This design comes from an exercise in tuning for small area and a short achievable clock period on the open sky130 flow, not from production work. In this exercise RTL edits were held to simulation tests only and were not proved equivalent to the original.

[flow/constraint.sdc]
create_clock -name core_clock -period 13.0 [get_ports {clk}]
set_input_delay 2.6000 -clock core_clock [delete_from_list [all_inputs] [get_ports {clk}]]
set_output_delay 2.6000 -clock core_clock [all_outputs]
set_load 0.01 [all_outputs]
[flow/design.v]
`timescale 1ns / 1ps
module fa (input wire a, b, c, output wire s, co);
    assign s = a ^ b ^ c;
    assign co = (a & b) | (a & c) | (b & c);
endmodule
module ha (input wire a, b, output wire s, co);
    assign s = a ^ b;
    assign co = a & b;
endmodule
module mj (input wire a, b, c, output wire y);
    assign y = (a & b) | (a & c) | (b & c);
endmodule
module c8net (
    input wire [7:0] g,
    input wire [7:0] p,
    output wire [7:0] c
);
    wire g_1 = g[1] | (p[1] & g[0]);
    wire p_1 = p[1] & p[0];
    wire g_2 = g[3] | (p[3] & g[2]);
    wire p_2 = p[3] & p[2];
    wire g_3 = g[5] | (p[5] & g[4]);
    wire p_3 = p[5] & p[4];
    wire g_4 = g[7] | (p[7] & g[6]);
    wire p_4 = p[7] & p[6];
    wire g_5 = g_2 | (p_2 & g_1);
    wire p_5 = p_2 & p_1;
    wire g_6 = g_4 | (p_4 & g_3);
    wire p_6 = p_4 & p_3;
    wire g_7 = g_6 | (p_6 & g_5);
    wire p_7 = p_6 & p_5;
    wire g_8 = g_3 | (p_3 & g_5);
    wire p_8 = p_3 & p_5;
    wire g_9 = g[2] | (p[2] & g_1);
    wire p_9 = p[2] & p_1;
    wire g_10 = g[4] | (p[4] & g_5);
    wire p_10 = p[4] & p_5;
    wire g_11 = g[6] | (p[6] & g_8);
    wire p_11 = p[6] & p_8;
    assign c = {g_7, g_11, g_8, g_10, g_5, g_9, g_1, g[0]};
endmodule
module add_s_c (
    input wire [15:0] g,
    input wire [15:0] p,
    output wire [15:0] c
);
    wire g_1 = g[1] | (p[1] & g[0]);
    wire p_1 = p[1] & p[0];
    wire g_2 = g[3] | (p[3] & g[2]);
    wire p_2 = p[3] & p[2];
    wire g_3 = g[5] | (p[5] & g[4]);
    wire p_3 = p[5] & p[4];
    wire g_4 = g[7] | (p[7] & g[6]);
    wire p_4 = p[7] & p[6];
    wire g_5 = g[9] | (p[9] & g[8]);
    wire p_5 = p[9] & p[8];
    wire g_6 = g[11] | (p[11] & g[10]);
    wire p_6 = p[11] & p[10];
    wire g_7 = g[13] | (p[13] & g[12]);
    wire p_7 = p[13] & p[12];
    wire g_8 = g[15] | (p[15] & g[14]);
    wire p_8 = p[15] & p[14];
    wire g_9 = g_2 | (p_2 & g_1);
    wire p_9 = p_2 & p_1;
    wire g_10 = g_4 | (p_4 & g_3);
    wire p_10 = p_4 & p_3;
    wire g_11 = g_6 | (p_6 & g_5);
    wire p_11 = p_6 & p_5;
    wire g_12 = g_8 | (p_8 & g_7);
    wire p_12 = p_8 & p_7;
    wire g_13 = g_10 | (p_10 & g_9);
    wire p_13 = p_10 & p_9;
    wire g_14 = g_12 | (p_12 & g_11);
    wire p_14 = p_12 & p_11;
    wire g_15 = g_14 | (p_14 & g_13);
    wire p_15 = p_14 & p_13;
    wire g_16 = g_11 | (p_11 & g_13);
    wire p_16 = p_11 & p_13;
    wire g_17 = g_3 | (p_3 & g_9);
    wire p_17 = p_3 & p_9;
    wire g_18 = g_5 | (p_5 & g_13);
    wire p_18 = p_5 & p_13;
    wire g_19 = g_7 | (p_7 & g_16);
    wire p_19 = p_7 & p_16;
    wire g_20 = g[2] | (p[2] & g_1);
    wire p_20 = p[2] & p_1;
    wire g_21 = g[4] | (p[4] & g_9);
    wire p_21 = p[4] & p_9;
    wire g_22 = g[6] | (p[6] & g_17);
    wire p_22 = p[6] & p_17;
    wire g_23 = g[8] | (p[8] & g_13);
    wire p_23 = p[8] & p_13;
    wire g_24 = g[10] | (p[10] & g_18);
    wire p_24 = p[10] & p_18;
    wire g_25 = g[12] | (p[12] & g_16);
    wire p_25 = p[12] & p_16;
    wire g_26 = g[14] | (p[14] & g_19);
    wire p_26 = p[14] & p_19;
    assign c = {g_15, g_26, g_19, g_25, g_16, g_24, g_18, g_23, g_13, g_22, g_17, g_21, g_9, g_20, g_1, g[0]};
endmodule
module add_s (
    input wire [15:0] a,
    input wire [15:0] b,
    output wire [15:0] s
);
    wire [15:0] p0 = a ^ b;
    wire [15:0] g0 = a & b;
    wire [15:0] cc;
    add_s_c cn (.g(g0), .p(p0), .c(cc));
    assign s = p0 ^ {cc[14:0], 1'b0};
endmodule
module add_p_c (
    input wire [7:0] g,
    input wire [7:0] p,
    output wire [7:0] c
);
    wire g_1 = g[1] | (p[1] & g[0]);
    wire p_1 = p[1] & p[0];
    wire g_2 = g[3] | (p[3] & g[2]);
    wire p_2 = p[3] & p[2];
    wire g_3 = g[5] | (p[5] & g[4]);
    wire p_3 = p[5] & p[4];
    wire g_4 = g[7] | (p[7] & g[6]);
    wire p_4 = p[7] & p[6];
    wire g_5 = g_2 | (p_2 & g_1);
    wire p_5 = p_2 & p_1;
    wire g_6 = g_4 | (p_4 & g_3);
    wire p_6 = p_4 & p_3;
    wire g_7 = g_6 | (p_6 & g_5);
    wire p_7 = p_6 & p_5;
    wire g_8 = g_3 | (p_3 & g_5);
    wire p_8 = p_3 & p_5;
    wire g_9 = g[2] | (p[2] & g_1);
    wire p_9 = p[2] & p_1;
    wire g_10 = g[4] | (p[4] & g_5);
    wire p_10 = p[4] & p_5;
    wire g_11 = g[6] | (p[6] & g_8);
    wire p_11 = p[6] & p_8;
    assign c = {g_7, g_11, g_8, g_10, g_5, g_9, g_1, g[0]};
endmodule
module add_p (
    input wire [7:0] a,
    input wire [7:0] b,
    output wire [7:0] s
);
    wire [7:0] p0 = a ^ b;
    wire [7:0] g0 = a & b;
    wire [7:0] cc;
    add_p_c cn (.g(g0), .p(p0), .c(cc));
    assign s = p0 ^ {cc[6:0], 1'b0};
endmodule
module add_u_c (
    input wire [15:0] g,
    input wire [15:0] p,
    output wire [15:0] c
);
    wire g_1 = g[1] | (p[1] & g[0]);
    wire p_1 = p[1] & p[0];
    wire g_2 = g[3] | (p[3] & g[2]);
    wire p_2 = p[3] & p[2];
    wire g_3 = g[5] | (p[5] & g[4]);
    wire p_3 = p[5] & p[4];
    wire g_4 = g[7] | (p[7] & g[6]);
    wire p_4 = p[7] & p[6];
    wire g_5 = g[9] | (p[9] & g[8]);
    wire p_5 = p[9] & p[8];
    wire g_6 = g[11] | (p[11] & g[10]);
    wire p_6 = p[11] & p[10];
    wire g_7 = g[13] | (p[13] & g[12]);
    wire p_7 = p[13] & p[12];
    wire g_8 = g[15] | (p[15] & g[14]);
    wire p_8 = p[15] & p[14];
    wire g_9 = g_2 | (p_2 & g_1);
    wire p_9 = p_2 & p_1;
    wire g_10 = g_4 | (p_4 & g_3);
    wire p_10 = p_4 & p_3;
    wire g_11 = g_6 | (p_6 & g_5);
    wire p_11 = p_6 & p_5;
    wire g_12 = g_8 | (p_8 & g_7);
    wire p_12 = p_8 & p_7;
    wire g_13 = g_10 | (p_10 & g_9);
    wire p_13 = p_10 & p_9;
    wire g_14 = g_12 | (p_12 & g_11);
    wire p_14 = p_12 & p_11;
    wire g_15 = g_14 | (p_14 & g_13);
    wire p_15 = p_14 & p_13;
    wire g_16 = g_11 | (p_11 & g_13);
    wire p_16 = p_11 & p_13;
    wire g_17 = g_3 | (p_3 & g_9);
    wire p_17 = p_3 & p_9;
    wire g_18 = g_5 | (p_5 & g_13);
    wire p_18 = p_5 & p_13;
    wire g_19 = g_7 | (p_7 & g_16);
    wire p_19 = p_7 & p_16;
    wire g_20 = g[2] | (p[2] & g_1);
    wire p_20 = p[2] & p_1;
    wire g_21 = g[4] | (p[4] & g_9);
    wire p_21 = p[4] & p_9;
    wire g_22 = g[6] | (p[6] & g_17);
    wire p_22 = p[6] & p_17;
    wire g_23 = g[8] | (p[8] & g_13);
    wire p_23 = p[8] & p_13;
    wire g_24 = g[10] | (p[10] & g_18);
    wire p_24 = p[10] & p_18;
    wire g_25 = g[12] | (p[12] & g_16);
    wire p_25 = p[12] & p_16;
    wire g_26 = g[14] | (p[14] & g_19);
    wire p_26 = p[14] & p_19;
    assign c = {g_15, g_26, g_19, g_25, g_16, g_24, g_18, g_23, g_13, g_22, g_17, g_21, g_9, g_20, g_1, g[0]};
endmodule
module add_u (
    input wire [15:0] a,
    input wire [15:0] b,
    output wire [15:0] s
);
    wire [15:0] p0 = a ^ b;
    wire [15:0] g0 = a & b;
    wire [15:0] cc;
    add_u_c cn (.g(g0), .p(p0), .c(cc));
    assign s = p0 ^ {cc[14:0], 1'b0};
endmodule
`timescale 1ns / 1ps
module lt16 (input wire [15:0] a, input wire [15:0] b, output wire y);
    wire [15:0] ua = {~a[15], a[14:0]}, ub = {~b[15], b[14:0]};
    wire [15:0] l [0:4];
    wire [15:0] e [0:4];
    assign l[0] = ~ua & ub;
    assign e[0] = ~(ua ^ ub);
    genvar k, i;
    generate for (k = 0; k < 4; k = k + 1) begin : lv
        for (i = 0; i < 16; i = i + 1) begin : bt
            if (i >= (1 << k)) begin : m
                assign l[k+1][i] = l[k][i] | (e[k][i] & l[k][i-(1<<k)]);
                assign e[k+1][i] = e[k][i] & e[k][i-(1<<k)];
            end else begin : p
                assign l[k+1][i] = l[k][i];
                assign e[k+1][i] = e[k][i];
            end
        end
    end endgenerate
    assign y = l[4][15];
endmodule
module lif_neuron_q8_8 (
    input  wire [15:0] a, b, c,
    output wire [15:0] m
);
    wire ab, bc, ac;
    lt16 c0 (.a(a), .b(b), .y(ab));
    lt16 c1 (.a(b), .b(c), .y(bc));
    lt16 c2 (.a(a), .b(c), .y(ac));
    assign m = (ab == ac) ? ((ab == bc) ? b : c) : a;
endmodule
`timescale 1ns / 1ps
module fixed_point_q8_8 (
    input wire [15:0] V_in,
    input wire [15:0] I_in,
    input wire [7:0] one,
    input wire [7:0] two,
    input wire [7:0] neg,
    output wire [7:0] X
);
    wire [15:0] s;
    add_s as (.a(I_in), .b(V_in), .s(s));
    wire pp1 = (one[0] & s[0]) ^ neg[0];
    wire pp2 = ((one[0] & s[1]) | (two[0] & s[0])) ^ neg[0];
    wire pp3 = ((one[0] & s[2]) | (two[0] & s[1])) ^ neg[0];
    wire pp4 = ((one[0] & s[3]) | (two[0] & s[2])) ^ neg[0];
    wire pp5 = ((one[0] & s[4]) | (two[0] & s[3])) ^ neg[0];
    wire pp6 = ((one[0] & s[5]) | (two[0] & s[4])) ^ neg[0];
    wire pp7 = ((one[0] & s[6]) | (two[0] & s[5])) ^ neg[0];
    wire pp8 = ((one[0] & s[7]) | (two[0] & s[6])) ^ neg[0];
    wire pp9 = ((one[0] & s[8]) | (two[0] & s[7])) ^ neg[0];
    wire pp10 = ((one[0] & s[9]) | (two[0] & s[8])) ^ neg[0];
    wire pp11 = ((one[0] & s[10]) | (two[0] & s[9])) ^ neg[0];
    wire pp12 = ((one[0] & s[11]) | (two[0] & s[10])) ^ neg[0];
    wire pp13 = ((one[0] & s[12]) | (two[0] & s[11])) ^ neg[0];
    wire pp14 = ((one[0] & s[13]) | (two[0] & s[12])) ^ neg[0];
    wire pp15 = ((one[0] & s[14]) | (two[0] & s[13])) ^ neg[0];
    wire pp16 = ((one[0] & s[15]) | (two[0] & s[14])) ^ neg[0];
    wire pp17 = (one[1] & s[0]) ^ neg[1];
    wire pp18 = ((one[1] & s[1]) | (two[1] & s[0])) ^ neg[1];
    wire pp19 = ((one[1] & s[2]) | (two[1] & s[1])) ^ neg[1];
    wire pp20 = ((one[1] & s[3]) | (two[1] & s[2])) ^ neg[1];
    wire pp21 = ((one[1] & s[4]) | (two[1] & s[3])) ^ neg[1];
    wire pp22 = ((one[1] & s[5]) | (two[1] & s[4])) ^ neg[1];
    wire pp23 = ((one[1] & s[6]) | (two[1] & s[5])) ^ neg[1];
    wire pp24 = ((one[1] & s[7]) | (two[1] & s[6])) ^ neg[1];
    wire pp25 = ((one[1] & s[8]) | (two[1] & s[7])) ^ neg[1];
    wire pp26 = ((one[1] & s[9]) | (two[1] & s[8])) ^ neg[1];
    wire pp27 = ((one[1] & s[10]) | (two[1] & s[9])) ^ neg[1];
    wire pp28 = ((one[1] & s[11]) | (two[1] & s[10])) ^ neg[1];
    wire pp29 = ((one[1] & s[12]) | (two[1] & s[11])) ^ neg[1];
    wire pp30 = ((one[1] & s[13]) | (two[1] & s[12])) ^ neg[1];
    wire pp31 = (one[2] & s[0]) ^ neg[2];
    wire pp32 = ((one[2] & s[1]) | (two[2] & s[0])) ^ neg[2];
    wire pp33 = ((one[2] & s[2]) | (two[2] & s[1])) ^ neg[2];
    wire pp34 = ((one[2] & s[3]) | (two[2] & s[2])) ^ neg[2];
    wire pp35 = ((one[2] & s[4]) | (two[2] & s[3])) ^ neg[2];
    wire pp36 = ((one[2] & s[5]) | (two[2] & s[4])) ^ neg[2];
    wire pp37 = ((one[2] & s[6]) | (two[2] & s[5])) ^ neg[2];
    wire pp38 = ((one[2] & s[7]) | (two[2] & s[6])) ^ neg[2];
    wire pp39 = ((one[2] & s[8]) | (two[2] & s[7])) ^ neg[2];
    wire pp40 = ((one[2] & s[9]) | (two[2] & s[8])) ^ neg[2];
    wire pp41 = ((one[2] & s[10]) | (two[2] & s[9])) ^ neg[2];
    wire pp42 = ((one[2] & s[11]) | (two[2] & s[10])) ^ neg[2];
    wire pp43 = (one[3] & s[0]) ^ neg[3];
    wire pp44 = ((one[3] & s[1]) | (two[3] & s[0])) ^ neg[3];
    wire pp45 = ((one[3] & s[2]) | (two[3] & s[1])) ^ neg[3];
    wire pp46 = ((one[3] & s[3]) | (two[3] & s[2])) ^ neg[3];
    wire pp47 = ((one[3] & s[4]) | (two[3] & s[3])) ^ neg[3];
    wire pp48 = ((one[3] & s[5]) | (two[3] & s[4])) ^ neg[3];
    wire pp49 = ((one[3] & s[6]) | (two[3] & s[5])) ^ neg[3];
    wire pp50 = ((one[3] & s[7]) | (two[3] & s[6])) ^ neg[3];
    wire pp51 = ((one[3] & s[8]) | (two[3] & s[7])) ^ neg[3];
    wire pp52 = ((one[3] & s[9]) | (two[3] & s[8])) ^ neg[3];
    wire pp53 = (one[4] & s[0]) ^ neg[4];
    wire pp54 = ((one[4] & s[1]) | (two[4] & s[0])) ^ neg[4];
    wire pp55 = ((one[4] & s[2]) | (two[4] & s[1])) ^ neg[4];
    wire pp56 = ((one[4] & s[3]) | (two[4] & s[2])) ^ neg[4];
    wire pp57 = ((one[4] & s[4]) | (two[4] & s[3])) ^ neg[4];
    wire pp58 = ((one[4] & s[5]) | (two[4] & s[4])) ^ neg[4];
    wire pp59 = ((one[4] & s[6]) | (two[4] & s[5])) ^ neg[4];
    wire pp60 = ((one[4] & s[7]) | (two[4] & s[6])) ^ neg[4];
    wire pp61 = (one[5] & s[0]) ^ neg[5];
    wire pp62 = ((one[5] & s[1]) | (two[5] & s[0])) ^ neg[5];
    wire pp63 = ((one[5] & s[2]) | (two[5] & s[1])) ^ neg[5];
    wire pp64 = ((one[5] & s[3]) | (two[5] & s[2])) ^ neg[5];
    wire pp65 = ((one[5] & s[4]) | (two[5] & s[3])) ^ neg[5];
    wire pp66 = ((one[5] & s[5]) | (two[5] & s[4])) ^ neg[5];
    wire pp67 = (one[6] & s[0]) ^ neg[6];
    wire pp68 = ((one[6] & s[1]) | (two[6] & s[0])) ^ neg[6];
    wire pp69 = ((one[6] & s[2]) | (two[6] & s[1])) ^ neg[6];
    wire pp70 = ((one[6] & s[3]) | (two[6] & s[2])) ^ neg[6];
    wire pp71 = (one[7] & s[0]) ^ neg[7];
    wire pp72 = ((one[7] & s[1]) | (two[7] & s[0])) ^ neg[7];
    wire [7:0] la = {hc90, fs87, hc80, fs77, hc74, pp3, pp2, neg[0]};
    wire [7:0] lb = {hs95, hs89, hs83, hs79, hs75, hs73, 1'b0, pp1};
    wire [7:0] lc;
    wire c8 = lc[7];
    c8net cn8 (.g(la & lb), .p(la ^ lb), .c(lc));
    wire hs73, hc74;
    ha uhs73 (.a(neg[1]), .b(pp17), .s(hs73), .co(hc74));
    wire hs75, hc76;
    ha uhs75 (.a(pp18), .b(pp4), .s(hs75), .co(hc76));
    wire fs77, fc78;
    fa ufs77 (.a(neg[2]), .b(pp19), .c(pp31), .s(fs77), .co(fc78));
    wire hs79, hc80;
    ha uhs79 (.a(pp5), .b(hc76), .s(hs79), .co(hc80));
    wire fs81, fc82;
    fa ufs81 (.a(pp20), .b(pp32), .c(pp6), .s(fs81), .co(fc82));
    wire hs83, hc84;
    ha uhs83 (.a(fc78), .b(fs81), .s(hs83), .co(hc84));
    wire fs85, fc86;
    fa ufs85 (.a(neg[3]), .b(pp21), .c(pp33), .s(fs85), .co(fc86));
    wire fs87, fc88;
    fa ufs87 (.a(pp43), .b(pp7), .c(fc82), .s(fs87), .co(fc88));
    wire hs89, hc90;
    ha uhs89 (.a(fs85), .b(hc84), .s(hs89), .co(hc90));
    wire fs91, fc92;
    fa ufs91 (.a(pp22), .b(pp34), .c(pp44), .s(fs91), .co(fc92));
    wire fs93, fc94;
    fa ufs93 (.a(pp8), .b(fc86), .c(fs91), .s(fs93), .co(fc94));
    wire hs95, hc96;
    ha uhs95 (.a(fc88), .b(fs93), .s(hs95), .co(hc96));
    wire fs97, fc98;
    fa ufs97 (.a(neg[4]), .b(pp23), .c(pp35), .s(fs97), .co(fc98));
    wire fs99, fc100;
    fa ufs99 (.a(pp45), .b(pp53), .c(pp9), .s(fs99), .co(fc100));
    wire fs101, fc102;
    fa ufs101 (.a(fc92), .b(fs97), .c(fs99), .s(fs101), .co(fc102));
    wire fs103, fc104;
    fa ufs103 (.a(fc94), .b(fs101), .c(hc96), .s(fs103), .co(fc104));
    wire fs105, fc106;
    fa ufs105 (.a(pp10), .b(pp24), .c(pp36), .s(fs105), .co(fc106));
    wire fs107, fc108;
    fa ufs107 (.a(pp46), .b(pp54), .c(fc100), .s(fs107), .co(fc108));
    wire fs109, fc110;
    fa ufs109 (.a(fc98), .b(fs105), .c(fc102), .s(fs109), .co(fc110));
    wire hs111, hc112;
    ha uhs111 (.a(fs107), .b(fs109), .s(hs111), .co(hc112));
    wire fs113, fc114;
    fa ufs113 (.a(neg[5]), .b(pp11), .c(pp25), .s(fs113), .co(fc114));
    wire fs115, fc116;
    fa ufs115 (.a(pp37), .b(pp47), .c(pp55), .s(fs115), .co(fc116));
    wire fs117, fc118;
    fa ufs117 (.a(pp61), .b(fc106), .c(fs113), .s(fs117), .co(fc118));
    wire fs119, fc120;
    fa ufs119 (.a(fs115), .b(fc108), .c(fs117), .s(fs119), .co(fc120));
    wire hs121, hc122;
    ha uhs121 (.a(fc110), .b(fs119), .s(hs121), .co(hc122));
    wire fs123, fc124;
    fa ufs123 (.a(pp12), .b(pp26), .c(pp38), .s(fs123), .co(fc124));
    wire fs125, fc126;
    fa ufs125 (.a(pp48), .b(pp56), .c(pp62), .s(fs125), .co(fc126));
    wire fs127, fc128;
    fa ufs127 (.a(fc114), .b(fc116), .c(fs123), .s(fs127), .co(fc128));
    wire fs129, fc130;
    fa ufs129 (.a(fs125), .b(fc118), .c(fs127), .s(fs129), .co(fc130));
    wire hs131, hc132;
    ha uhs131 (.a(fc120), .b(fs129), .s(hs131), .co(hc132));
    wire fs133, fc134;
    fa ufs133 (.a(neg[6]), .b(pp13), .c(pp27), .s(fs133), .co(fc134));
    wire fs135, fc136;
    fa ufs135 (.a(pp39), .b(pp49), .c(pp57), .s(fs135), .co(fc136));
    wire fs137, fc138;
    fa ufs137 (.a(pp63), .b(pp67), .c(fc124), .s(fs137), .co(fc138));
    wire fs139, fc140;
    fa ufs139 (.a(fc126), .b(fs133), .c(fs135), .s(fs139), .co(fc140));
    wire fs141, fc142;
    fa ufs141 (.a(fc128), .b(fs137), .c(fs139), .s(fs141), .co(fc142));
    wire hs143, hc144;
    ha uhs143 (.a(fc130), .b(fs141), .s(hs143), .co(hc144));
    wire fs145, fc146;
    fa ufs145 (.a(pp14), .b(pp28), .c(pp40), .s(fs145), .co(fc146));
    wire fs147, fc148;
    fa ufs147 (.a(pp50), .b(pp58), .c(pp64), .s(fs147), .co(fc148));
    wire fs149, fc150;
    fa ufs149 (.a(pp68), .b(fc134), .c(fc136), .s(fs149), .co(fc150));
    wire fs151, fc152;
    fa ufs151 (.a(fs145), .b(fs147), .c(fc138), .s(fs151), .co(fc152));
    wire fs153, fc154;
    fa ufs153 (.a(fc140), .b(fs149), .c(fs151), .s(fs153), .co(fc154));
    wire hs155, hc156;
    ha uhs155 (.a(fc142), .b(hc144), .s(hs155), .co(hc156));
    wire fs157, fc158;
    fa ufs157 (.a(neg[7]), .b(pp15), .c(pp29), .s(fs157), .co(fc158));
    wire fs159, fc160;
    fa ufs159 (.a(pp41), .b(pp51), .c(pp59), .s(fs159), .co(fc160));
    wire fs161, fc162;
    fa ufs161 (.a(pp65), .b(pp69), .c(pp71), .s(fs161), .co(fc162));
    wire fs163, fc164;
    fa ufs163 (.a(fc146), .b(fc148), .c(fs157), .s(fs163), .co(fc164));
    wire fs165, fc166;
    fa ufs165 (.a(fs159), .b(fs161), .c(fc150), .s(fs165), .co(fc166));
    wire fs167, fc168;
    fa ufs167 (.a(fs163), .b(fc152), .c(fs165), .s(fs167), .co(fc168));
    wire hs169, hc170;
    ha uhs169 (.a(fc154), .b(fs167), .s(hs169), .co(hc170));
    wire fs171 = pp16 ^ pp30 ^ pp42;
    wire fs173 = pp52 ^ pp60 ^ pp66;
    wire fs175 = pp70 ^ pp72 ^ fc158;
    wire fs177 = fc160 ^ fc162 ^ fs171;
    wire fs179 = fs173 ^ fc164 ^ fs175;
    wire fs181 = fs177 ^ fc166 ^ fs179;
    wire hs183 = fc168 ^ fs181;
    wire [7:0] ra = {hc170, hc156, fs153, hc132, hc122, hc112, fc104, fs103};
    wire [7:0] rb = {hs183, hs169, hs155, hs143, hs131, hs121, hs111, c8};
    wire [7:0] x;
    add_p ap (.a(ra), .b(rb), .s(x));
    assign X = x;
endmodule
module tmr_lif_neuron (
    input signed [15:0] V_in1, V_in2, V_in3,
    input signed [15:0] I_in1, I_in2, I_in3,
    input signed [15:0] dt_tau,
    input wire clk, rst,
    output wire signed [15:0] V_out,
    output wire spike
);
    wire [16:0] dx = {dt_tau, 1'b0};
    wire [7:0] one, two, neg;
    genvar g;
    generate for (g = 0; g < 8; g = g + 1) begin : enc
        assign one[g] = dx[2*g+1] ^ dx[2*g];
        assign two[g] = (dx[2*g+2] & ~dx[2*g+1] & ~dx[2*g]) | (~dx[2*g+2] & dx[2*g+1] & dx[2*g]);
        assign neg[g] = dx[2*g+2];
    end endgenerate
    reg [2:0] c;
    reg [7:0] x1;
    wire [7:0] x1_d;
    reg [15:0] v1;
    fixed_point_q8_8 l1 (.V_in(V_in1), .I_in(I_in1), .one(one), .two(two), .neg(neg), .X(x1_d));
    wire [15:0] u1;
    add_u au1 (.a(v1), .b({{8{x1[7]}}, x1}), .s(u1));
    wire signed [15:0] r1 = c[0] ? 16'h0000 : u1;
    reg [7:0] x2;
    wire [7:0] x2_d;
    reg [15:0] v2;
    fixed_point_q8_8 l2 (.V_in(V_in2), .I_in(I_in2), .one(one), .two(two), .neg(neg), .X(x2_d));
    wire [15:0] u2;
    add_u au2 (.a(v2), .b({{8{x2[7]}}, x2}), .s(u2));
    wire signed [15:0] r2 = c[1] ? 16'h0000 : u2;
    reg [7:0] x3;
    wire [7:0] x3_d;
    reg [15:0] v3;
    fixed_point_q8_8 l3 (.V_in(V_in3), .I_in(I_in3), .one(one), .two(two), .neg(neg), .X(x3_d));
    wire [15:0] u3;
    add_u au3 (.a(v3), .b({{8{x3[7]}}, x3}), .s(u3));
    wire signed [15:0] r3 = c[2] ? 16'h0000 : u3;
    lif_neuron_q8_8 vote (.a(r1), .b(r2), .c(r3), .m(V_out));
    assign spike = (c[0] & c[1]) | (c[1] & c[2]) | (c[0] & c[2]);
    always @(posedge clk or posedge rst) begin
        if (rst) begin
            c <= 3'b000;
            x1 <= 8'h0;
            v1 <= 16'h0;
            x2 <= 8'h0;
            v2 <= 16'h0;
            x3 <= 8'h0;
            v3 <= 16'h0;
        end else begin
            c <= {r3 >= 16'sh3200, r2 >= 16'sh3200, r1 >= 16'sh3200};
            x1 <= x1_d;
            v1 <= V_in1;
            x2 <= x2_d;
            v2 <= V_in2;
            x3 <= x3_d;
            v3 <= V_in3;
        end
    end
endmodule
[flow/run.sh]
#!/bin/bash
# synth_recipe.tcl (not shown) runs the flow's synth.tcl, then flattens the netlist and writes it again
# the make line also repeats each setting of config.mk as NAME=value (left out here)
make -C /OpenROAD-flow-scripts/flow DESIGN_CONFIG=/design/flow/config.mk WORK_HOME=/design/flow/orfs CLKGATE_MAP_FILE= SYNTH_SCRIPT=/design/flow/synth_recipe.tcl finish
[flow/config.mk]
export PLATFORM = sky130hd
export DESIGN_NAME = tmr_lif_neuron
export DESIGN_NICKNAME = tmr_lif_neuron
export VERILOG_FILES = /design/flow/design.v
export SDC_FILE = /design/flow/constraint.sdc
export NUM_CORES = 4
export LEC_CHECK = 0
export ABC_AREA = 0
export ABC_CLOCK_PERIOD_IN_PS = 100000
export CAP_MARGIN = 20
export CORE_MARGIN = 2
export CORE_UTILIZATION = 40
export SLEW_MARGIN = 20
export SYNTH_HIERARCHICAL = 1
==> impl_metrics.json, run 1 <==
{
  "final_cell_count_no_fill": 2268,
  "slew_headroom": 0.253,
  "cts_hold_buf": 0,
  "place_area_sq_um": 17800,
  "slowest_stage": "or2_1",
  "clkTransAtPathRegs_ns": 0.06,
  "firstDrtPassIters": 5,
  "tritoncts.num_buffers": 9,
  "placed_cells": 2252,
  "report.final.setup_viol": 0,
  "die-area_sq_um": 44000,
  "required_ns": 10.40,
  "final-seq-area_sq_um": 1880,
  "worst_hold_path_type": "register to register",
  "insertion_delay_ns": 0.35,
  "cts_tree": "built",
  "max_cap_violations": 0,
  "tightest_slew_ns": 1.11,
  "start_kind": "register",
  "fmax_mhz": 113,
  "nNetsFinal": 2171,
  "die_y_um": 210,
  "viasPerCell": 5.78,
  "cts_setup_buffers": 0,
  "start_util": 0.405,
  "outcome": "no timing/DRC/antenna violations",
  "synthCells": 1775,
  "grt_max_degree": 76,
  "cp.depth": 19,
  "holdPathStages": 4,
  "clockBufferDepth": 2,
  "cts_root_buf": "clkbuf_16",
  "worstPathArrival_ns": 6.28,
  "grt_overflow": 0,
  "grt_pass1_wl_um": 77100,
  "slew_violations": 0,
  "ctsResizeCount": 0,
  "clock_skew_ns": 0.00687,
  "grt_use_total": 0.223,
  "rrSetupSlack_ns": 10.01,
  "cp-end-kind": "output port",
  "multiInputGateArea_sq_um": 13500,
  "drive_gt1_frac": 0.0729,
  "htreeDepth": 3,
  "crit_buf_inv": 3,
  "rsz0062_at_grt": "false",
  "fin_setup_tns_ns": 0,
  "area_delta_synth_final_pct": 6.86,
  "vias": 13100,
  "port_buffers": 130,
  "rows": 75,
  "antennaDiodeCount": 0,
  "fin_hold_ws_ns": 0.807,
  "max_stage_delay_ns": 0.72,
  "cp_cell_sequence": "ha_1 -> a21o_1 -> a22o_1 -> a41o_1 -> a21o_1 -> a221o_1 -> xor2_1 -> nor2b_1 -> inv_1 -> ha_1 -> nand4_1 -> nor4_2 -> a31oi_1 -> o211ai_1 -> buf_4 -> or2_1 -> o31ai_1 -> nor3_1 -> clkdlybuf4s50_1",
  "antenna_found_initial": 0,
  "die_x_um": 210,
  "crit_family": "simple AND/OR/NAND/NOR gates",
  "final_area_sq_um": 18100,
  "drt_iter0_drc": 938,
  "grt_pass1_vias": 13500,
  "cp_max_fo": 34,
  "syn_avg_cell_area_sq_um": 9.55,
  "synth_warnings": 8,
  "syn_nets": 2222,
  "drc": 0,
  "core_area_sq_um": 41900,
  "antenna_left": 0,
  "syn_area_sq_um": 16900,
  "wirelength_um": 48800,
  "fin_crit_ns": 8.88,
  "dp.final_hpwl_um": 36600,
  "clock-sinks": 75,
  "post_drt_wl_per_cell_um": 21.5,
  "n_fill_cell": 4044,
  "report.final.hold_viol_count": 0,
  "num_io_pins": 131,
  "rr_worst_depth": 9,
  "place.gp.congestion": 0.926,
  "worstSetupPathType": "register to output port",
  "post-route-period-util": 0.683
}
[cell usage in the layout (no fill, tap or decap), drive strengths merged, types with 7 or more instances in the layout]
master         instances
buf                   44
or2                    7
a22oi                198
xnor3                  9
or4bb                 10
xnor2                226
a22o                   9
ha                   222
nor2                  43
nand2b                14
nand3b                13
a21oi                 21
nor3                  19
xor2                 127
and3                  24
a31oi                  9
nand3                 12
nor2b                 49
dfrtp                 75
clkbuf                 9
nand4b                16
clkdlybuf4s50        123
nand2                 48
fa                   111
o21bai                12
a211oi                15
inv                   54
a21o                  84
o21ai                 31
o31ai                 32
[sequential cells by signal (all words and copies together), names as in the netlist]
signal,count
v2,16
x1,8
c,3
x2,8
x3,8
v1,16
v3,16
[metal layers]
metal  track usage  share of wire
met5             0              0
met1         0.290           0.42
met2         0.384           0.49
met3        0.0218          0.055
met4        0.0831          0.031
[per-stage QoR]
step	setup slack [ns]	util
after CTS	4.13	0.433
after global placement	4.31	0.424
after detailed placement	4.20	0.424
after floorplan	5.10	-
final	4.12	0.433
after global routing	3.81	0.433
[worst min-delay path: cells and delay by family, from the launching register on]
kind            cells  cell delay [ns]
flops               1             0.34
fa+ha+maj           1             0.15
compound gates      1             0.12
xor+xnor            1             0.09
buf+inv             1             0.07
[cell type report]
cell class,count,area share
Multi-Input combinational cell,1416,0.743
Sequential cell,75,0.104
Inverter,55,0.0115
Tap cell,539,0.0372
Timing Repair Buffer,167,0.0855
Clock buffer,9,0.0124
Clock inverter,7,0.00643
[path summary, 6_finish.rpt]
kind | startpoint | to
max | v2[3] | V_out[2]
min | v3[15] | c[2]
max reg2reg | v2[3] | c[1]
min reg2reg | v3[15] | c[2]
max in group asynchronous | rst | v3[15]
min in group asynchronous | rst | v1[9]
==> run 2: changes to the inputs <==
--- a/flow/config.mk
+++ b/flow/config.mk
@@ -6,9 +6,9 @@
 export NUM_CORES = 4
 export LEC_CHECK = 0
 export ABC_AREA = 0
-export ABC_CLOCK_PERIOD_IN_PS = 100000
 export CAP_MARGIN = 20
 export CORE_MARGIN = 2
 export CORE_UTILIZATION = 40
+export SETUP_SLACK_MARGIN = 5
 export SLEW_MARGIN = 20
 export SYNTH_HIERARCHICAL = 1
==> run 2 against run 1 <==
  * Critical path depth stayed put
  * Highest routed layer unchanged
  * Design area is 6.4% higher
  * Routed wire length is 3.6% higher
  * Register-to-register slack hardly changed
  * First-iteration DRC count increased by 15%
  * Still clean
  * Die area did not move
  * Largest cell class unchanged
  * Final cell count rose by 1.9%
  * Area after synthesis unchanged
  * Non-clock buffer count up 44
==> impl_metrics.json, run 2 <==
{
  "cp-end-kind": "register",
  "dp.final_hpwl_um": 36600,
  "hold_start": "v1[15]",
  "cp_cell_sequence": "clkdlybuf4s50_1 -> ha_4 -> a21o_1 -> a22o_1 -> a41o_1 -> a21o_1 -> a221o_1 -> xor2_2 -> a22oi_2 -> xnor2_2 -> fa_2 -> fa_1 -> fa_1 -> fa_2 -> ha_1 -> ha_1 -> a21oi_1 -> o21ai_2 -> xor2_1",
  "n_fill_cell": 3934,
  "syn_nets": 2222,
  "grt_use_total": 0.229,
  "max_cap_violations": 0,
  "placed_cells": 2252,
  "clock_skew_ns": 0.00616,
  "clockBufferDepth": 2,
  "worst_hold_path_type": "register to register",
  "min_to": "c[0]",
  "drive_gt1_frac": 0.149,
  "grt_pass1_vias": 13900,
  "start_util": 0.405,
  "fmax_mhz": 127,
  "tritoncts.num_buffers": 9,
  "area_delta_synth_final_pct": 13.7,
  "die_x_um": 210,
  "slew_headroom": 0.219,
  "report.final.setup_viol": 0,
  "clock-sinks": 75,
  "nNetsFinal": 2215,
  "worstSetupPathType": "input port to register",
  "die-area_sq_um": 44000,
  "slowest_stage": "clkdlybuf4s50_1",
  "grt_max_degree": 76,
  "start_kind": "input port",
  "rrSetupSlack_ns": 10.00,
  "syn_avg_cell_area_sq_um": 9.55,
  "cts_root_buf": "clkbuf_16",
  "core_area_sq_um": 41900,
  "rows": 75,
  "drc": 0,
  "rsz0062_at_grt": "true",
  "wirelength_um": 50500,
  "cts_hold_buf": 0,
  "final_area_sq_um": 19300,
  "slew_violations": 0,
  "fin_setup_tns_ns": 0,
  "cts_tree": "built",
  "largestRegisters": "v1 x16, v2 x16, v3 x16",
  "antenna_found_initial": 0,
  "htreeDepth": 3,
  "place.gp.congestion": 0.926,
  "grt_pass1_wl_um": 79000,
  "antennaDiodeCount": 0,
  "num_io_pins": 131,
  "finish.utilization": 0.460,
  "final_cell_count_no_fill": 2312,
  "viasPerCell": 5.84,
  "place_area_sq_um": 17800,
  "drt_iter0_drc": 1083,
  "required_ns": 13.23,
  "max_stage_delay_ns": 0.54,
  "antenna_left": 0,
  "die_y_um": 210,
  "synth_warnings": 8,
  "mostFrequentLayoutCells": "xnor2_1 (215), ha_1 (204), a22oi_1 (175), clkdlybuf4s50_1 (101), xor2_1 (99)",
  "layout_setup_ws_ns": 5.13,
  "tightest_slew_ns": 1.16,
  "port_buffers": 130,
  "outcome": "no timing/DRC/antenna violations",
  "post-route-period-util": 0.605,
  "firstDrtPassIters": 7,
  "report.final.hold_viol_count": 0,
  "layout_commonest_cell": "xnor2_1",
  "grt_overflow": 0,
  "r2r_start": "v1[1]",
  "worstPathArrival_ns": 8.10,
  "cp_max_fo": 4,
  "syn_area_sq_um": 16900,
  "insertion_delay_ns": 0.35,
  "r2r_end": "c[0]",
  "rr_worst_depth": 9,
  "clkTransAtPathRegs_ns": 0.06,
  "post_drt_wl_per_cell_um": 21.9,
  "fin_crit_ns": 7.87,
  "vias": 13500,
  "holdPathStages": 4,
  "pre_cts_slack_ns": 4.20,
  "synthCells": 1775
}
-- run 2: cell types whose count changed in the layout (fill, tap and decap cells not counted), moves of 10 or more --
cell             before  now
buf_4                36   67
ha_4                  0   17
clkdlybuf4s50_1     123  101
xor2_2                7   17
dlymetal6s2s_1        0   19
fa_2                  0   18
xor2_1              119   99
ha_1                222  204
fa_1                111   93
xor2_4                1   11
-- run 2: critical path, delay by kind of cell --
kind,cells,cell delay (ns)
buffers and inverters,1,0.54
AO/OA/AOI/OAI,8,1.67
adder cells (fa/ha/maj),7,2.66
XOR/XNOR,3,0.63
-- run 2: layout make-up --
| type | instances | area, sq um | share of cell area |
|---|---|---|---|
| multi-input cells | 1416 | 14200 | 0.736 |
| well taps | 539 | 674 | 0.0350 |
| flip-flops and latches | 75 | 1880 | 0.0975 |
| clock inverters | 7 | 116 | 0.00604 |
| inverters | 55 | 208 | 0.0108 |
| clock buffers | 9 | 225 | 0.0117 |
| repair buffers | 211 | 1990 | 0.103 |
-- run 2: worst max-delay path by stage --
| stage | from | endpoint | slack [ns] | cells past startpoint |
|---|---|---|---|---|
| 2_1_floorplan | I_in1[3] | x1[7] | 5.10 | 20 |
| 3_3_place_gp | V_in2[1] | x2[7] | 4.31 | 20 |
| 3_5_place_dp | V_in2[3] | x2[7] | 4.20 | 20 |
| 4_1_cts | I_in1[1] | x1[7] | 4.98 | 19 |
| 5_1_grt | V_in1[1] | x1[7] | 4.93 | 20 |
| 6_report | I_in1[3] | x1[7] | 5.13 | 19 |
-- run 2: what timing repair did --
item / in CTS / in global routing
cloned: 5 / 0
endpoints found under the setup margin: 29 / 27
pin swaps: 19 / 44
resized for setup: 61 / 80
buffers inserted: 23 / 16
-- run 2: through the flow --
| stage | hold slack, ns |
|---|---|
| after CTS | 0.824 |
| after global placement | 0.799 |
| after global routing | 0.873 |
| after floorplan | 0.716 |
| after detailed placement | 0.800 |
| final | 0.819 |
-- run 2: metal layers --
metal,vias up,part of all wire,global-route usage
met5,-,0,0
met4,0,0.034,0.0868
met3,98,0.058,0.0284
met2,497,0.49,0.395
met1,6739,0.42,0.293
li1,6175,-,-
==> run 3: changes to the inputs <==
--- a/flow/design.v
+++ b/flow/design.v
@@ -10,6 +10,9 @@
 module mj (input wire a, b, c, output wire y);
     assign y = (a & b) | (a & c) | (b & c);
 endmodule
+module bsel (input wire one, two, neg, a, b, output wire y);
+    assign y = ((one & a) | (two & b)) ^ neg;
+endmodule
 module c8net (
     input wire [7:0] g,
     input wire [7:0] p,
@@ -242,13 +245,24 @@
 endmodule
 module lif_neuron_q8_8 (
     input  wire [15:0] a, b, c,
+    input  wire ca, cb, cc,
     output wire [15:0] m
 );
-    wire ab, bc, ac;
-    lt16 c0 (.a(a), .b(b), .y(ab));
-    lt16 c1 (.a(b), .b(c), .y(bc));
-    lt16 c2 (.a(a), .b(c), .y(ac));
-    assign m = (ab == ac) ? ((ab == bc) ? b : c) : a;
+    wire [15:0] ra = ca ? 16'h0000 : a;
+    wire [15:0] rb = cb ? 16'h0000 : b;
+    wire [15:0] rc = cc ? 16'h0000 : c;
+    wire uab, ubc, uac;
+    lt16 c0 (.a(a), .b(b), .y(uab));
+    lt16 c1 (.a(b), .b(c), .y(ubc));
+    lt16 c2 (.a(a), .b(c), .y(uac));
+    wire pa = ~a[15] & (|a), pb = ~b[15] & (|b), pc = ~c[15] & (|c);
+    wire ab = (ca & cb) ? 1'b0 : ca ? pb : cb ? a[15] : uab;
+    wire bc = (cb & cc) ? 1'b0 : cb ? pc : cc ? b[15] : ubc;
+    wire ac = (ca & cc) ? 1'b0 : ca ? pc : cc ? a[15] : uac;
+    wire sa = ab ^ ac;
+    wire sb = ~sa & ~(ab ^ bc);
+    wire sc = ~sa & (ab ^ bc);
+    assign m = ({16{sa}} & ra) | ({16{sb}} & rb) | ({16{sc}} & rc);
 endmodule
 `timescale 1ns / 1ps
 module fixed_point_q8_8 (
@@ -487,25 +501,24 @@
     wire [15:0] u3;
     add_u au3 (.a(v3), .b({{8{x3[7]}}, x3}), .s(u3));
     wire signed [15:0] r3 = c[2] ? 16'h0000 : u3;
-    lif_neuron_q8_8 vote (.a(r1), .b(r2), .c(r3), .m(V_out));
-    assign spike = (c[0] & c[1]) | (c[1] & c[2]) | (c[0] & c[2]);
+    lif_neuron_q8_8 vote (.a(u1), .b(u2), .c(u3), .ca(c[0]), .cb(c[1]), .cc(c[2]), .m(V_out));
+    reg rs;
+    assign spike = ~rs & ((c[0] & c[1]) | (c[1] & c[2]) | (c[0] & c[2]));
     always @(posedge clk or posedge rst) begin
         if (rst) begin
-            c <= 3'b000;
-            x1 <= 8'h0;
-            v1 <= 16'h0;
-            x2 <= 8'h0;
-            v2 <= 16'h0;
-            x3 <= 8'h0;
-            v3 <= 16'h0;
+            c <= 3'b111;
+            rs <= 1'b1;
         end else begin
             c <= {r3 >= 16'sh3200, r2 >= 16'sh3200, r1 >= 16'sh3200};
-            x1 <= x1_d;
-            v1 <= V_in1;
-            x2 <= x2_d;
-            v2 <= V_in2;
-            x3 <= x3_d;
-            v3 <= V_in3;
+            rs <= 1'b0;
         end
     end
+    always @(posedge clk) begin
+        x1 <= x1_d;
+        v1 <= V_in1;
+        x2 <= x2_d;
+        v2 <= V_in2;
+        x3 <= x3_d;
+        v3 <= V_in3;
+    end
 endmodule
==> flow/flow/run.sh (new file) <==
#!/bin/bash
set -euo pipefail
MARGIN=${MARGIN:-7}
bash standard.sh SETUP_SLACK_MARGIN=$MARGIN finish > make_finish.log 2>&1
==> flow/standard.sh (new file) <==
#!/bin/bash
# synth_recipe.tcl (not shown) runs the flow's synth.tcl, then flattens the netlist and writes it again
# the make line also repeats each setting of config.mk as NAME=value (left out here)
make -C /OpenROAD-flow-scripts/flow DESIGN_CONFIG=/design/flow/config.mk WORK_HOME=/design/flow/orfs CLKGATE_MAP_FILE= SYNTH_SCRIPT=/design/flow/synth_recipe.tcl "${@:-finish}"
removed: flow/run.sh
==> run 3 against run 2 <==
  * Sequential share of layout area down 2.6 points
  * Non-clock buffer count rose by 144
  * Synthesized cell count decreased by 2.3%
  * Via count grew 2.5%
  * Sequential cell count up 1
  * Worst setup slack improved by 0.34 ns
  * Utilization increased by 9.3 points
  * Highest routed layer unchanged
  * Register-to-register slack improved by 0.23 ns
  * Final cell count is 4.6% higher
  * Fmax grew 4.5%
==> impl_metrics.json, run 3 <==
{
  "start_kind": "register",
  "tightest_slew_ns": 1.03,
  "post_drt_wl_per_cell_um": 21.9,
  "r2r_start": "v2[1]",
  "die-area_sq_um": 42000,
  "cp-end-kind": "output port",
  "cp_max_fo": 8,
  "drc": 0,
  "cts_hold_buf": 0,
  "start_util": 0.406,
  "syn_avg_cell_area_sq_um": 9.32,
  "htreeDepth": 3,
  "clock-sinks": 76,
  "synth_warnings": 8,
  "max_cap_violations": 0,
  "viasPerCell": 5.72,
  "grt_max_degree": 51,
  "dp.final_hpwl_um": 35700,
  "grt_pass1_vias": 14100,
  "worstSetupPathType": "register to output port",
  "grt_util_met1": 0.320,
  "use_met3": 0.0296,
  "placed_cells": 2213,
  "tritoncts.num_buffers": 9,
  "r2r_end": "c[1]",
  "synthCells": 1734,
  "mostFrequentLayoutCells": "xnor2_1 (189), buf_4 (169), a22oi_1 (135), ha_1 (120), ha_4 (94)",
  "nNetsFinal": 2334,
  "grt_pass1_wl_um": 79500,
  "rrSetupSlack_ns": 10.23,
  "final_cell_count_no_fill": 2418,
  "required_ns": 10.40,
  "cts_tree": "built",
  "place.gp.congestion": 0.879,
  "firstDrtPassIters": 5,
  "drive_gt1_frac": 0.394,
  "holdPathStages": 1,
  "syn_nets": 2181,
  "grt_busiest_layer": "met2",
  "clockBufferDepth": 2,
  "die_x_um": 205,
  "drt_iter0_drc": 968,
  "grt_overflow": 0,
  "syn_area_sq_um": 16200,
  "rsz0062_at_grt": "true",
  "min_to": "c[2]",
  "worstPathArrival_ns": 4.93,
  "finish.utilization": 0.553,
  "largestRegisters": "v1 x16, v2 x16, v3 x16",
  "antenna_left": 0,
  "vias": 13800,
  "wirelength_um": 52900,
  "cts_root_buf": "clkbuf_16",
  "final_area_sq_um": 22000,
  "rr_worst_depth": 10,
  "die_y_um": 205,
  "use_met2": 0.412,
  "area_delta_synth_final_pct": 36.4,
  "clkTransAtPathRegs_ns": 0.07,
  "post-route-period-util": 0.579,
  "layout_commonest_cell": "xnor2_1",
  "hold_start": "c[2]",
  "slew_headroom": 0.314,
  "outcome": "no timing/DRC/antenna violations",
  "fin_crit_ns": 7.53,
  "grt_use_total": 0.243,
  "worst_hold_path_type": "register to register",
  "antenna_found_initial": 1,
  "clock_skew_ns": 0.00807,
  "core_area_sq_um": 39800,
  "port_buffers": 130,
  "report.final.hold_viol_count": 0,
  "slew_violations": 0,
  "report.final.setup_viol": 0,
  "place_area_sq_um": 17600,
  "num_io_pins": 131,
  "fmax_mhz": 133,
  "insertion_delay_ns": 0.36,
  "rows": 73,
  "fin_setup_tns_ns": 0
}
## run 3: cell type report
| class | count | area, sq um |
|---|---|---|
| antenna | 1 | 2.50 |
| clock buffer | 11 | 253 |
| clock inverter | 5 | 58.8 |
| fill | 3377 | 17800 |
| inverter | 69 | 259 |
| multi-input combinational | 1376 | 16100 |
| sequential | 76 | 1570 |
| tap | 525 | 657 |
| timing repair buffer | 355 | 3140 |
## run 3: how the worst max path moves through the flow
| stage | start | end | cells after the start |
|---|---|---|---|
| 2_1_floorplan | I_in1[1] | x1[7] | 21 |
| 6_report | v3[2] | V_out[7] | 21 |
| 5_1_grt | v1[4] | V_out[4] | 25 |
| 3_5_place_dp | V_in1[1] | x1[7] | 19 |
| 4_1_cts | x1[1] | V_out[6] | 22 |
| 3_3_place_gp | V_in1[1] | x1[7] | 19 |
## run 3: per-layer routing
| layer | routed length, um | up-vias |
|---|---|---|
| met5 | 0 | - |
| met4 | 1530 | 0 |
| met2 | 26000 | 515 |
| met3 | 3280 | 91 |
| met1 | 22100 | 6913 |
| li1 | - | 6324 |
## run 3: per-stage QoR
step | setup WS (ns) | hold slack, ns
final | 5.47 | 0.795
after global routing | 5.28 | 0.834
after CTS | 5.44 | 0.777
after detailed placement | 4.60 | 0.742
after global placement | 4.66 | 0.736
after floorplan | 5.92 | 0.566
## run 3: worst max-delay path: stages, from the launching register on
cell	delay (ns)
dfxtp_2	0.34
ha_4	0.25
and3_4	0.16
a22o_1	0.22
a41o_1	0.30
a31o_2	0.27
a21o_1	0.20
xor2_2	0.38
ha_4	0.21
nand4_4	0.10
nor4_2	0.23
a31oi_1	0.12
o211ai_1	0.22
buf_4	0.18
mux2i_1	0.05
nor2_1	0.19
a31oi_4	0.07
or3_4	0.42
a21oi_4	0.16
buf_6	0.16
a221o_1	0.19
buf_2	0.14
## run 3: timing repair
| action | CTS | global route |
|---|---|---|
| pin swaps | 202 | 231 |
| resized for setup | 473 | 218 |
| setup endpoints to repair | 40 | 40 |
| gates cloned | 2 | 1 |
| setup buffers | 131 | 54 |
==> run 4: changes to the inputs <==
==> flow/run.sh (new file) <==
#!/bin/bash
# synth_recipe.tcl (not shown) runs the flow's synth.tcl, then flattens the netlist and writes it again
# the make line also repeats each setting of config.mk as NAME=value (left out here)
make -C /OpenROAD-flow-scripts/flow DESIGN_CONFIG=/design/flow/config.mk WORK_HOME=/design/flow/orfs CLKGATE_MAP_FILE= SYNTH_SCRIPT=/design/flow/synth_recipe.tcl finish
removed: flow/flow/run.sh
removed: flow/standard.sh
==> run 4 against run 3 <==
  * Still clean
  * Design area shrank 18%
  * Clock skew fell by 0.0036 ns
  * Fmax is 5.5% lower
  * Hold slack worse by 0.049 ns
  * Sequential cell count did not move
  * Critical path type is now input port to register
==> impl_metrics.json, run 4 <==
{
  "synth_warnings": 8,
  "crit_buf_inv": 1,
  "max_stage_delay_ns": 0.48,
  "cp.depth": 19,
  "insertion_delay_ns": 0.35,
  "synthCells": 1734,
  "report.final.setup_viol": 0,
  "vias": 12900,
  "drt_iter0_drc": 1060,
  "post-route-period-util": 0.613,
  "syn_area_sq_um": 16200,
  "post_drt_wl_per_cell_um": 20.4,
  "dp.final_hpwl_um": 34800,
  "outcome": "no timing/DRC/antenna violations",
  "wirelength_um": 46200,
  "crit_family": "adder cells",
  "max_cap_violations": 0,
  "tightest_slew_ns": 1.01,
  "fmax_mhz": 126,
  "area_delta_synth_final_pct": 11.9,
  "cts_root_buf": "clkbuf_16",
  "fin_hold_ws_ns": 0.746,
  "holdPathStages": 1,
  "core_area_sq_um": 39800,
  "drc": 0,
  "slew_violations": 0,
  "worstSetupPathType": "input port to register",
  "slowest_stage": "fa_1",
  "firstDrtPassIters": 6,
  "start_util": 0.406,
  "fin_crit_ns": 7.96,
  "cp-end-kind": "register",
  "grt_overflow": 0,
  "num_io_pins": 131,
  "clkTransAtPathRegs_ns": 0.07,
  "antenna_found_initial": 0,
  "n_fill_cell": 3848,
  "die-area_sq_um": 42000,
  "cp_max_fo": 9,
  "rows": 73,
  "rsz0062_at_grt": "true",
  "finish.utilization": 0.454,
  "syn_avg_cell_area_sq_um": 9.32,
  "viasPerCell": 5.68,
  "worst_hold_path_type": "register to register",
  "worstPathArrival_ns": 8.21,
  "antenna_left": 0,
  "nNetsFinal": 2182,
  "clock-sinks": 76,
  "rr_worst_depth": 10,
  "start_kind": "input port",
  "report.final.hold_viol_count": 0,
  "largestRegisters": "v1 x16, v2 x16, v3 x16",
  "grt_pass1_wl_um": 71300,
  "clock_skew_ns": 0.00447,
  "die_x_um": 205,
  "path_common_cell": "fa_1",
  "drive_gt1_frac": 0.118,
  "tritoncts.num_buffers": 9,
  "grt_max_degree": 51,
  "clockBufferDepth": 2,
  "slew_headroom": 0.326,
  "htreeDepth": 3,
  "place.gp.congestion": 0.887,
  "grt_pass1_vias": 12700,
  "mostFrequentLayoutCells": "xnor2_1 (219), ha_1 (218), a22oi_1 (184), fa_1 (111), clkdlybuf4s50_1 (108)",
  "cts_hold_buf": 0,
  "die_y_um": 205,
  "cts_tree": "built",
  "syn_nets": 2181,
  "layout_commonest_cell": "xnor2_1",
  "fin_setup_tns_ns": 0,
  "port_buffers": 130,
  "required_ns": 13.24,
  "cp_cell_sequence": "clkdlybuf4s50_1 -> ha_1 -> a21o_1 -> a31o_4 -> a21o_1 -> a31o_1 -> xor2_4 -> a22oi_1 -> xnor2_1 -> fa_1 -> fa_1 -> fa_1 -> fa_1 -> xor2_1 -> xnor2_1 -> xnor2_1 -> xnor3_1 -> ha_1 -> xor2_1",
  "antennaDiodeCount": 0,
  "grt_use_total": 0.219
}
## run 4: what timing repair did
item                       CTS  global route
pin swaps                    9            13
cloned                       0             0
gates resized for setup     44            35
setup endpoints to repair   19            27
buffers inserted             8            33
## run 4: per-stage QoR
| stage | area, sq um | worst slack [ns] | std cells |
|---|---|---|---|
| global route | 18100 | 4.78 | 2265 |
| finish | 18100 | 5.04 | 2265 |
| global placement | 17000 | 4.53 | 2208 |
| CTS | 17600 | 5.00 | 2232 |
| detailed placement | 17000 | 4.38 | 2208 |
| floorplan | 16200 | 5.50 | 1734 |
## run 4: worst register-to-register path: stages (launching register included)
cell	delay [ns]
dfxtp_1	0.34
ha_1	0.35
a21o_1	0.19
a22o_1	0.23
a41o_1	0.30
a21o_1	0.23
a221o_1	0.40
xor2_4	0.25
buf_4	0.16
nor4_1	0.04
nor4_1	0.27
## run 4: path summary, 6_finish.rpt
path	startpoint	end	slack, ns
min reg2reg	c[0]	c[0]	0.75
min in group asynchronous	rst	c[0]	2.65
max in group asynchronous	rst	c[2]	10.32
max	V_in2[1]	x2[7]	5.04
min	c[0]	c[0]	0.75
max reg2reg	v2[3]	c[1]	10.13
## run 4: per-layer routing
| metal | part of all wire | track usage | vias up |
|---|---|---|---|
| li1 | - | - | 6014 |
| met1 | 0.44 | 0.299 | 6203 |
| met2 | 0.45 | 0.351 | 561 |
| met3 | 0.076 | 0.0294 | 76 |
| met4 | 0.033 | 0.0817 | 0 |
| met5 | 0 | 0 | - |
## run 4: cell type report
class / instances / area (sq um) / share of cell area
Multi-Input combinational cell: 1376 / 13500 / 0.747
Timing Repair Buffer: 203 / 1830 / 0.101
Sequential cell: 76 / 1550 / 0.0856
Tap cell: 525 / 657 / 0.0363
Inverter: 69 / 259 / 0.0143
Clock buffer: 11 / 233 / 0.0129
Clock inverter: 5 / 52.6 / 0.00291
==> run 5: changes to the inputs <==
--- a/flow/config.mk
+++ b/flow/config.mk
@@ -8,7 +8,7 @@
 export ABC_AREA = 0
 export CAP_MARGIN = 20
 export CORE_MARGIN = 2
-export CORE_UTILIZATION = 40
+export CORE_UTILIZATION = 65
 export SETUP_SLACK_MARGIN = 5
 export SLEW_MARGIN = 20
 export SYNTH_HIERARCHICAL = 1
==> run 5 against run 4 <==
  * Hold slack better by 0.021 ns
  * Non-clock buffer count grew 7
  * Utilization rose by 29 points
  * Register-to-register slack hardly changed
  * Critical endpoint is now V_out[6]
  * Routed wire length decreased by 3.3%
  * Still clean
==> impl_metrics.json, run 5 <==
{
  "post_drt_wl_per_cell_um": 21.6,
  "place_area_sq_um": 16700,
  "rrSetupSlack_ns": 10.12,
  "slew_violations": 0,
  "die_x_um": 162,
  "grt_pass1_wl_um": 69900,
  "drive_gt1_frac": 0.134,
  "cts_hold_buf": 0,
  "port_buffers": 130,
  "start_kind": "register",
  "wirelength_um": 44700,
  "worstSetupPathType": "register to output port",
  "antenna_found_initial": 0,
  "clkTransAtPathRegs_ns": 0.07,
  "met3_length_um": 3680,
  "layout_commonest_cell": "xnor2_1",
  "drc": 0,
  "mostFrequentLayoutCells": "xnor2_1 (219), ha_1 (215), a22oi_1 (181), clkdlybuf4s50_1 (109), fa_1 (106)",
  "r2r_start": "v2[3]",
  "clockBufferDepth": 2,
  "report.final.setup_viol": 0,
  "place.gp.congestion": 0.892,
  "clock-sinks": 76,
  "clock_skew_ns": 0.00853,
  "grt_overflow": 0,
  "slew_headroom": 0.227,
  "rr_worst_depth": 9,
  "highest_layer": "met4",
  "antenna_left": 0,
  "cp_cell_sequence": "ha_1 -> a21o_1 -> a22o_1 -> a41o_1 -> a21o_1 -> a221o_1 -> xor2_4 -> inv_1 -> ha_1 -> nand4_1 -> nor4_2 -> a31oi_1 -> o211ai_1 -> mux2i_1 -> nor2_1 -> a31oi_2 -> or3_4 -> a21oi_4 -> buf_12 -> a221o_1 -> clkdlybuf4s50_1",
  "grt_use_total": 0.340,
  "nNetsFinal": 2190,
  "area_delta_synth_final_pct": 11.9,
  "die_y_um": 162,
  "grt_pass1_vias": 13000,
  "syn_area_sq_um": 16200,
  "syn_nets": 2181,
  "core_area_sq_um": 24400,
  "insertion_delay_ns": 0.35,
  "rows": 57,
  "fmax_mhz": 124,
  "firstDrtPassIters": 7,
  "crit_start": "v1[1]",
  "n_fill_cell": 1811,
  "slowest_stage": "clkdlybuf4s50_1",
  "fin_crit_ns": 8.05,
  "tightest_slew_ns": 1.16,
  "wl_met2_um": 20900,
  "max_stage_delay_ns": 0.55,
  "worstPathArrival_ns": 5.45,
  "cts_root_buf": "clkbuf_16",
  "r2r_end": "c[1]",
  "cp_max_fo": 16,
  "fin_setup_tns_ns": 0,
  "synth_warnings": 8,
  "htreeDepth": 3,
  "grt_max_degree": 51,
  "start_util": 0.662,
  "cp-end-kind": "output port",
  "antennaDiodeCount": 0,
  "post-route-period-util": 0.619,
  "rsz0062_at_grt": "true",
  "largestRegisters": "v1 x16, v2 x16, v3 x16",
  "vias": 13100,
  "drt_iter0_drc": 1391,
  "report.final.hold_viol_count": 0,
  "cts_tree": "built",
  "wl_met1_um": 19000,
  "worst_hold_path_type": "register to register",
  "final_area_sq_um": 18100,
  "crit_end": "V_out[6]",
  "required_ns": 10.40,
  "dp.final_hpwl_um": 32000,
  "die-area_sq_um": 26100,
  "viasPerCell": 6.34,
  "max_cap_violations": 0,
  "outcome": "no timing/DRC/antenna violations",
  "synthCells": 1734,
  "tritoncts.num_buffers": 9,
  "num_io_pins": 131,
  "syn_avg_cell_area_sq_um": 9.32
}
[run 5: cell count changes in the layout (fill, tap and decap cells not counted), moves of 4 or more]
| cell | before | now |
|---|---|---|
| fa_1 | 111 | 106 |
| buf_4 | 71 | 77 |
| xor2_4 | 12 | 16 |
| fa_2 | 0 | 5 |
| dlygate4sd2_1 | 15 | 0 |
| o21ai_0 | 28 | 24 |
| dlymetal6s2s_1 | 1 | 15 |
| ha_2 | 2 | 6 |
[run 5: metrics by stage]
stage | hold slack [ns] | setup slack, ns | instances | util
5_1_grt | 0.794 | 4.77 | 2072 | 0.741
2_1_floorplan | 0.566 | 5.50 | 1734 | -
3_5_place_dp | 0.728 | 4.34 | 2005 | 0.685
6_report | 0.767 | 4.95 | 2072 | 0.741
3_3_place_gp | 0.729 | 4.45 | 2005 | 0.685
4_1_cts | 0.754 | 5.00 | 2033 | 0.718
[run 5: worst max-delay path: cells and delay by family (launching register included)]
family / cells / cell delay [ns]
compound gates: 10 / 2.05
xor+xnor: 1 / 0.26
fa+ha+maj: 2 / 0.64
buf+inv: 3 / 0.78
flops: 1 / 0.32
mux: 1 / 0.16
simple gates: 4 / 0.87
[run 5: routing by layer]
layer  up-vias  track usage
met5         -            0
met3       100       0.0467
met2       623        0.559
met4         0        0.105
li1       6031            -
met1      6390        0.466
[run 5: how the worst min path moves through the flow]
stage | start | to | slack, ns | cells past startpoint
4_1_cts | c[0] | c[0] | 0.75 | 1
5_1_grt | c[2] | c[2] | 0.79 | 1
2_1_floorplan | c[0] | c[0] | 0.57 | 1
6_report | c[2] | c[2] | 0.77 | 1
3_5_place_dp | c[0] | c[0] | 0.73 | 1
3_3_place_gp | c[0] | c[0] | 0.73 | 1
[run 5: repair_timing]
item / in CTS / in global routing
gates resized for setup: 49 / 61
setup endpoints to repair: 24 / 26
buffers inserted: 12 / 38
cloned: 0 / 1
pin swaps: 8 / 25
[run 5: final cells by class]
class	instances	area, sq um	share of cell area
sequential	76	1550	0.0857
tap	324	405	0.0224
timing repair buffer	210	1940	0.107
inverter	69	259	0.0143
clock buffer	10	239	0.0132
multi-input combinational	1377	13600	0.753
clock inverter	6	71.3	0.00394

[afterwards: timing with drivers on the ports]
No port has a modelled driver above. Below, the same layouts with a new extraction and two added sets of constraints.
Step 1 assumes that a clkbuf_16 drives the clock port and a buf_2 every other input.
Step 2 moves the port delays by t, midway between the first and last clock arrival at a register: inputs arrive t later, outputs are due t later. That takes back most of the time a late clock gives input paths.
a / b / c = no drivers / after step 1 / after step 2; a / b = the first two.
run	t (ns)	setup WS [ns]	hold slack, ns	slew at the worst register clock pin (ns)
run 1	0.395	4.117 / 4.070 / 4.140	0.807 / 0.807 / 0.807	0.06 / 0.06
run 2	0.391	5.131 / 5.152 / 4.761	0.819 / 0.819 / 0.819	0.06 / 0.06
run 3	0.399	5.473 / 5.428 / 5.557	0.795 / 0.795 / 0.795	0.07 / 0.07
run 4	0.407	5.036 / 5.067 / 4.660	0.746 / 0.746 / 0.746	0.07 / 0.07
run 5	0.386	4.951 / 4.907 / 4.781	0.767 / 0.767 / 0.767	0.07 / 0.07
After both steps every run listed still meets setup and hold. The setup slack of run 4, which loses most, moves by +0.031 ns with the drivers and by -0.376 ns with both steps.
